What follows belongs to an exercise in optimizing a design on an open flow for small area; a production flow would make more cautious choices. In this exercise RTL edits were held to simulation tests only and were not proved equivalent to the original. Power is estimated from default activity; no workload was simulated.

==> design/flow/design.v <==
module a_buf_shift_reg(
	input 								clk,
	input 								rst_n,
	input  [3-1:0]		shift_mode_i,
	input  [0:0]						right_input_data_valid_i,
	input  [31:0]  						right_input_data_i,
	output [0:0]  						left_output_data_valid_o,
	output [31:0] 						left_output_data_o,
	input  [0:0]   						down_input_data_valid_i,
	input  [31:0]  						down_input_data_i,
	output [0:0]  						up_output_data_valid_o,
	output [31:0] 						up_output_data_o
);
	reg [31:0] buf_data;
	wire shift_byte_mode;
	wire shift_2byte_mode;
	wire shift_4byte_mode;
	wire shift_out_mode;
	assign shift_byte_mode  = shift_mode_i[0]  & right_input_data_valid_i;
	assign shift_2byte_mode = shift_mode_i[1] & right_input_data_valid_i;
	assign shift_4byte_mode = shift_mode_i[2] & right_input_data_valid_i;
	assign shift_out_mode = down_input_data_valid_i;
	always @(posedge clk) begin
		if(shift_byte_mode) begin
			buf_data[7:0]   <= right_input_data_i[7:0];
			buf_data[15:8]  <= buf_data[7:0];
			buf_data[23:16] <= buf_data[15:8];
			buf_data[31:24] <= buf_data[23:16];
		end
		else if(shift_2byte_mode) begin
			buf_data[15:0]  <= right_input_data_i[15:0];
			buf_data[31:16] <= buf_data[15:0];
		end
		else if(shift_4byte_mode) begin
			buf_data[31:0] <= right_input_data_i[31:0];
		end
		else if(shift_out_mode) begin
			buf_data[31:0] <= down_input_data_i;
		end
	end
	assign left_output_data_valid_o = right_input_data_valid_i;
	assign left_output_data_o = {32{shift_byte_mode}} & {24'b0, buf_data[31:24]} |
								{32{shift_2byte_mode}} & {16'b0, buf_data[31:15]} |
								{32{shift_4byte_mode}} & buf_data[31:0];
	assign up_output_data_valid_o = shift_out_mode;
	assign up_output_data_o = buf_data[31:0];
endmodule
module a_buf(
	input  							clk,
	input  							rst_n,
	input  [0:0] 					wr_a_buf_valid_i,
	input  [0:0] 					wr_a_buf_id_i,
	input  [3-1:0] wr_a_buf_data_width_i,
	input  [128-1:0] wr_a_buf_data_i,
	input  [0:0] 					rd_a_buf_valid_i,
	input  [0:0] 					rd_a_buf_id_i,
	output [0:0] 					rd_a_buf_ret_valid_o,
	output [128-1:0] rd_a_buf_ret_data_o
);
	wire wr_1b;
	wire wr_2b;
	wire wr_4b;
	wire [31:0] wr_a_buf_data_rearrenged[4];
	reg [0:0] rd_a_buf_id_r;
	wire [2:0]		reg_i_shift_mode[2][4][4];
	wire [0:0]		reg_i_right_input_data_valid[2][4][4];
	wire [31:0]  	reg_i_right_input_data[2][4][4];
	wire [0:0]  	reg_o_left_output_data_valid[2][4][4];
	wire [31:0] 	reg_o_left_output_data[2][4][4];
	wire [0:0]   	reg_i_down_input_data_valid[2][4][4];
	wire [31:0]  	reg_i_down_input_data[2][4][4];
	wire [0:0]  	reg_o_up_output_data_valid[2][4][4];
	wire [31:0] 	reg_o_up_output_data[2][4][4];
	assign wr_1b = wr_a_buf_data_width_i[0];
	assign wr_2b = wr_a_buf_data_width_i[1];
	assign wr_4b = wr_a_buf_data_width_i[2];
genvar id;
genvar i;
genvar j;
generate
for(i=0; i<4; i=i+1) begin
	assign wr_a_buf_data_rearrenged[i] = wr_1b ? wr_a_buf_data_i[i*8+:8]   : 
										 wr_2b ? wr_a_buf_data_i[i*16+:16] :
												 wr_a_buf_data_i[i*32+:32];
end
endgenerate
generate
for(id=0; id<2; id=id+1) begin
for(i=0; i<4; i=i+1) begin
for(j=0; j<4; j=j+1) begin
	a_buf_shift_reg u_a_buf_shift_reg(
		.clk						(clk),
		.rst_n						(rst_n),
		.shift_mode_i				(reg_i_shift_mode[id][i][j]),
		.right_input_data_valid_i	(reg_i_right_input_data_valid[id][i][j]),
		.right_input_data_i			(reg_i_right_input_data[id][i][j]),
		.left_output_data_valid_o	(reg_o_left_output_data_valid[id][i][j]),
		.left_output_data_o			(reg_o_left_output_data[id][i][j]),
		.down_input_data_valid_i	(reg_i_down_input_data_valid[id][i][j]),
		.down_input_data_i			(reg_i_down_input_data[id][i][j]),
		.up_output_data_valid_o		(reg_o_up_output_data_valid[id][i][j]),
		.up_output_data_o			(reg_o_up_output_data[id][i][j])
	);
	assign reg_i_shift_mode[id][i][j] = wr_a_buf_data_width_i;
if(j==4-1) begin
	assign reg_i_right_input_data_valid[id][i][j] = wr_a_buf_valid_i && id==wr_a_buf_id_i;
	assign reg_i_right_input_data[id][i][j] = wr_a_buf_data_rearrenged[i];
end
else begin
	assign reg_i_right_input_data_valid[id][i][j] = reg_o_left_output_data_valid[id][i][j+1];
	assign reg_i_right_input_data[id][i][j] = reg_o_left_output_data[id][i][j+1];
end
if(i==4-1) begin
	assign reg_i_down_input_data_valid[id][i][j] = rd_a_buf_valid_i && id==rd_a_buf_id_i;
	assign reg_i_down_input_data[id][i][j] = 'b0;
end
else begin
	assign reg_i_down_input_data_valid[id][i][j] = reg_o_up_output_data_valid[id][i+1][j];
	assign reg_i_down_input_data[id][i][j] = reg_o_up_output_data[id][i+1][j];
end
end
end
end
endgenerate
always @(posedge clk or negedge rst_n) begin
	if(!rst_n) begin
		rd_a_buf_id_r <= 'b0;
	end
	else begin
		rd_a_buf_id_r <= rd_a_buf_id_i;
	end
end
generate
for(j=0; j<4; j=j+1) begin
	assign rd_a_buf_ret_data_o[j*32+:32] = reg_o_up_output_data[rd_a_buf_id_r][0][j];
end
endgenerate
	assign rd_a_buf_ret_valid_o = reg_o_up_output_data_valid[rd_a_buf_id_r][0][0];
endmodule
==> design/flow/run.sh <==
#!/bin/bash
# synth_recipe.tcl (not shown) runs the flow's synth.tcl, then flattens the netlist and writes it again
# the make line also repeats each setting of config.mk as NAME=value (left out here)
make -C /OpenROAD-flow-scripts/flow DESIGN_CONFIG=/design/flow/config.mk WORK_HOME=/design/flow/orfs CLKGATE_MAP_FILE= SYNTH_SCRIPT=/design/flow/synth_recipe.tcl finish
==> design/flow/config.mk <==
export PLATFORM = sky130hd
export DESIGN_NAME = a_buf
export DESIGN_NICKNAME = a_buf
export VERILOG_FILES = /design/flow/design.v
export SDC_FILE = /design/flow/constraint.sdc
export NUM_CORES = 4
export LEC_CHECK = 0
export CAP_MARGIN = 20
export CORE_MARGIN = 2
export CORE_UTILIZATION = 30
export PLACE_DENSITY = 0.45
export SLEW_MARGIN = 20
==> design/flow/constraint.sdc <==
create_clock -name core_clock -period 7.0 [get_ports {clk}]
set_input_delay 1.4000 -clock core_clock [delete_from_list [all_inputs] [get_ports {clk}]]
set_output_delay 1.4000 -clock core_clock [all_outputs]
set_load 0.01 [all_outputs]
==> out/summary.md <==
The die is 455 um tall. Ranked by instance count, the synthesized netlist is headed by sky130_fd_sc_hd__edfxtp_1 (1024), sky130_fd_sc_hd__nand2_1 (853), sky130_fd_sc_hd__o21ai_0 (672). The clock reaches the later pin of the worst-skew pair after 0.78 ns.

The number of hold buffers added after CTS was 0. The pre-antenna-repair detailed-routing pass consisted of 7 iterations. Clock-pin slew was measured on the worst setup and hold paths at 0.06 ns.

For the number of setup buffers added after CTS, the log shows 0. Clock sink count: 1025. By area the synthesized netlist is led by sky130_fd_sc_hd__edfxtp_1 (50%), sky130_fd_sc_hd__o21ai_0 (5.5%), sky130_fd_sc_hd__nand2_1 (5.3%). The Yosys step of the flow raised 2 warnings. The layout-stage area growth over the synthesis result was 13.6%. The longest clock path from root to sink contains 3 buffers. The final count of hold timing violations is 0. The highest net fanout along the worst path works out to 53. Type of element launching the critical path: a flop. Cell area after layout: 69200 sq um. The logs give 7 for the initial antenna violation count and 0 for the global route total overflow.

Setup slack closes at 2.40 ns. The core region is 202000 sq um. For the worst setup path, the data required time is 5.60 ns. TritonCTS built the clock tree.

STA classifies the critical path endpoint as an output pin. The first global-routing pass estimated 402 mm of wire. Pin placement for this block handled 266 I/O pins. The clock period minus final worst setup slack is 4.60 ns. Summing all flip-flop and latch instances after layout gives 30800 sq um. The count of routing violations after the opening detailed-route iteration is 8293.

The number of setup violations in the final report was 0. The library cell with the largest summed area after synthesis was sky130_fd_sc_hd__edfxtp_1. The tools report the routed via count as 54000. The initial utilization of the core area, before any placement, comes to 30.2%.

The number of global-route vias before repair was 50300; the share of the synthesized area in the top cell type was 50.5%. By instance count, the leading cell after synthesis is sky130_fd_sc_hd__edfxtp_1. The tools report the number of pins with negative max-slew slack in the final report as 0. After synthesis the cells add up to 60900 sq um.

After synthesis, flip-flops and latches occupy 50.5% of the total area. The tools report the final total negative setup slack as 0 ns. Cells fill 34.3% of the core in the end. The worst pin sits at a relative slew slack of 24.6%.

The run gives 165 as the row count. Kind of critical path: reg -> out. The post-synthesis async set-or-reset flop share was 0.0976%; the cell total after placement was 8553. The via count normalized by instance count works out to 6.14.

Of the cells placed in the final design, the portion with a size suffix greater than 1 is 6.77%. For the final database, setup skew stands at 0.0328 ns. Post-CTS repair changed the size of 0 cells. The number of clock buffers added by TritonCTS is 134. After layout, the design draws a total of 18.1 mW. Setup repair after global routing left no endpoint under its margin. Once placement finished, the instance area stood at 65200 sq um. The flow ran to the end and the layout has no timing, DRC or antenna violations.

In this run the power density over the cells is 261 nW/um^2. Summing all multi-input logic gate instances after layout gives 26900 sq um. The count of nets left with antenna violations once routing finished came out at 0. The clock root buffer master was sky130_fd_sc_hd__clkbuf_16.

For this run, the total global-route usage over all layers was measured as 26.8%. In this run the horizontal extent of the chip is 455 um. The largest net degree at the start of global routing was 230; the final routed wirelength across all metal layers was 287 mm.

The logs give 0.552 ns for the post-route worst hold slack and 4 for the maximum level of the CTS H-tree. After detailed routing, the number of remaining DRC violations is 0. The most used flip-flop cell after synthesis is sky130_fd_sc_hd__edfxtp_1. In this run the static leakage power is 24.0 nW.

In the final design database the tool counted 6154 nets. The number of nets in the synthesized netlist was 6348; the worst ir drop on vdd was 0.274 mV. The tool flagged a number of max-cap violations equal to 0.

The pre-CTS setup slack was 2.33 ns; the count of input and output buffers was 265. Data arrives at the worst endpoint at 3.20 ns. The overall die area is 207000 sq um, and the wire length per cell after detailed routing is 32.6 um. The HPWL after detailed placement is 191 mm.

The cell count after synthesis is 6211, and the unique cell type count in the Yosys netlist is 44. The congestion estimate from routability-driven global placement came to 0.934. In this run, synthesis inferred 1024 flip-flops with an integrated enable. The slew at the pin closest to its max-slew limit was 1.13 ns; the final instance count without filler cells was 8798. Number of synthesized register bits: 1025. The final critical path takes up 65.8% of the cycle. Each instance of the synthesized netlist takes up on average 9.80 sq um. The class of the most critical hold timing path was reg -> reg. The highest attainable clock frequency is 217 MHz, and the number of filler cells placed in the layout is 20600.
## layout by cell type (no fill, tap or decap), types with 51 or more instances in the layout
cell	n
sky130_fd_sc_hd__clkbuf_16	138
sky130_fd_sc_hd__inv_1	86
sky130_fd_sc_hd__a22o_1	76
sky130_fd_sc_hd__and3_1	181
sky130_fd_sc_hd__a21oi_1	230
sky130_fd_sc_hd__clkdlybuf4s50_1	262
sky130_fd_sc_hd__o21ai_0	672
sky130_fd_sc_hd__a221oi_1	179
sky130_fd_sc_hd__mux2i_1	72
sky130_fd_sc_hd__mux2_2	120
sky130_fd_sc_hd__edfxtp_1	1024
sky130_fd_sc_hd__nor2b_1	95
sky130_fd_sc_hd__o22ai_1	256
sky130_fd_sc_hd__o21ai_1	107
sky130_fd_sc_hd__a222oi_1	144
sky130_fd_sc_hd__a311oi_1	51
sky130_fd_sc_hd__buf_4	55
sky130_fd_sc_hd__a221o_1	254
sky130_fd_sc_hd__nand2b_1	188
sky130_fd_sc_hd__a22oi_1	198
sky130_fd_sc_hd__nand2_1	849
sky130_fd_sc_hd__nor2_1	492
## sequential cells by signal (all words and copies together) (netlist names)
register	count
genblk2.genblk1.genblk1.u_a_buf_shift_reg.buf_data	1024
rd_a_buf_id_r	1
## worst paths after layout
kind,from,end,slack [ns],cells past startpoint
max in group asynchronous,rst_n,rd_a_buf_id_r,6.12,1
min in group asynchronous,rst_n,rd_a_buf_id_r,0.77,1
max,rd_a_buf_id_r,rd_a_buf_ret_data_o[67],2.40,3
min,flop,flop,0.55,2
min reg2reg,flop,flop,0.55,2
max reg2reg,flop,flop,5.31,4
## cells by family after synthesis
kind of cell	Yosys count	synth area share (%)
compound gates	2344	26.8
buf+inv	773	5.53
mux	199	3.53
simple gates	1869	13.6
xor+xnor	1	0.0144
flops	1025	50.5
## final cells by class
class	count	share of cell area, %
clock inverter	53	0.561
tap	2672	4.83
antenna	8	0.0289
timing repair buffer	356	5.50
clock buffer	184	5.24
multi-input combinational	4413	38.9
sequential	1025	44.5
inverter	87	0.476
## critical path, cell delays in order (launching register included)
cell and delay, ns:
sky130_fd_sc_hd__dfrtp_4 0.75, sky130_fd_sc_hd__buf_4 0.64, sky130_fd_sc_hd__mux2_2 0.49, sky130_fd_sc_hd__clkdlybuf4s50_1 0.50
## where the power goes
group          leakage (nW)  internal [mW]  switching, mW  total (mW)
Sequential             10.1           7.57           1.07        8.63
Combinational          12.0           1.10           1.71        2.82
Clock                  1.95           3.76           2.86        6.62
## layer usage
| layer | track usage (%) | share of wire [%] | routed length [um] | up-vias |
|---|---|---|---|---|
| li1 | - | - | - | 23700 |
| met1 | 38.5 | 43 | 125000 | 26900 |
| met2 | 39.8 | 43 | 124000 | 2999 |
| met3 | 3.55 | 8.0 | 22900 | 440 |
| met4 | 12.6 | 5.3 | 15200 | 2 |
| met5 | 0 | 0.0045 | 13 | - |

port drivers added, routing unchanged:
In the flow no input, the clock included, has a driving cell. The finished layout below was timed again as built, in two steps.
Step 1, drivers: a clkbuf_16 drives clk and a buf_2 each remaining input, both assumed.
Step 2 moves the port delays by t, midway between the first and last clock arrival at a register: inputs arrive t later, outputs are due t later. That takes back most of the time a late clock gives input paths.
a / b / c = no drivers / after step 1 / after step 2; a / b = the first two.
t, ns: 0.847
setup WS [ns]: 2.396 / 2.316 / 2.276
pins driven straight from the clock port: 1
After both steps this run still meets setup and hold. For this run, drivers alone change the setup slack by -0.080 ns; drivers and shift together by -0.120 ns.
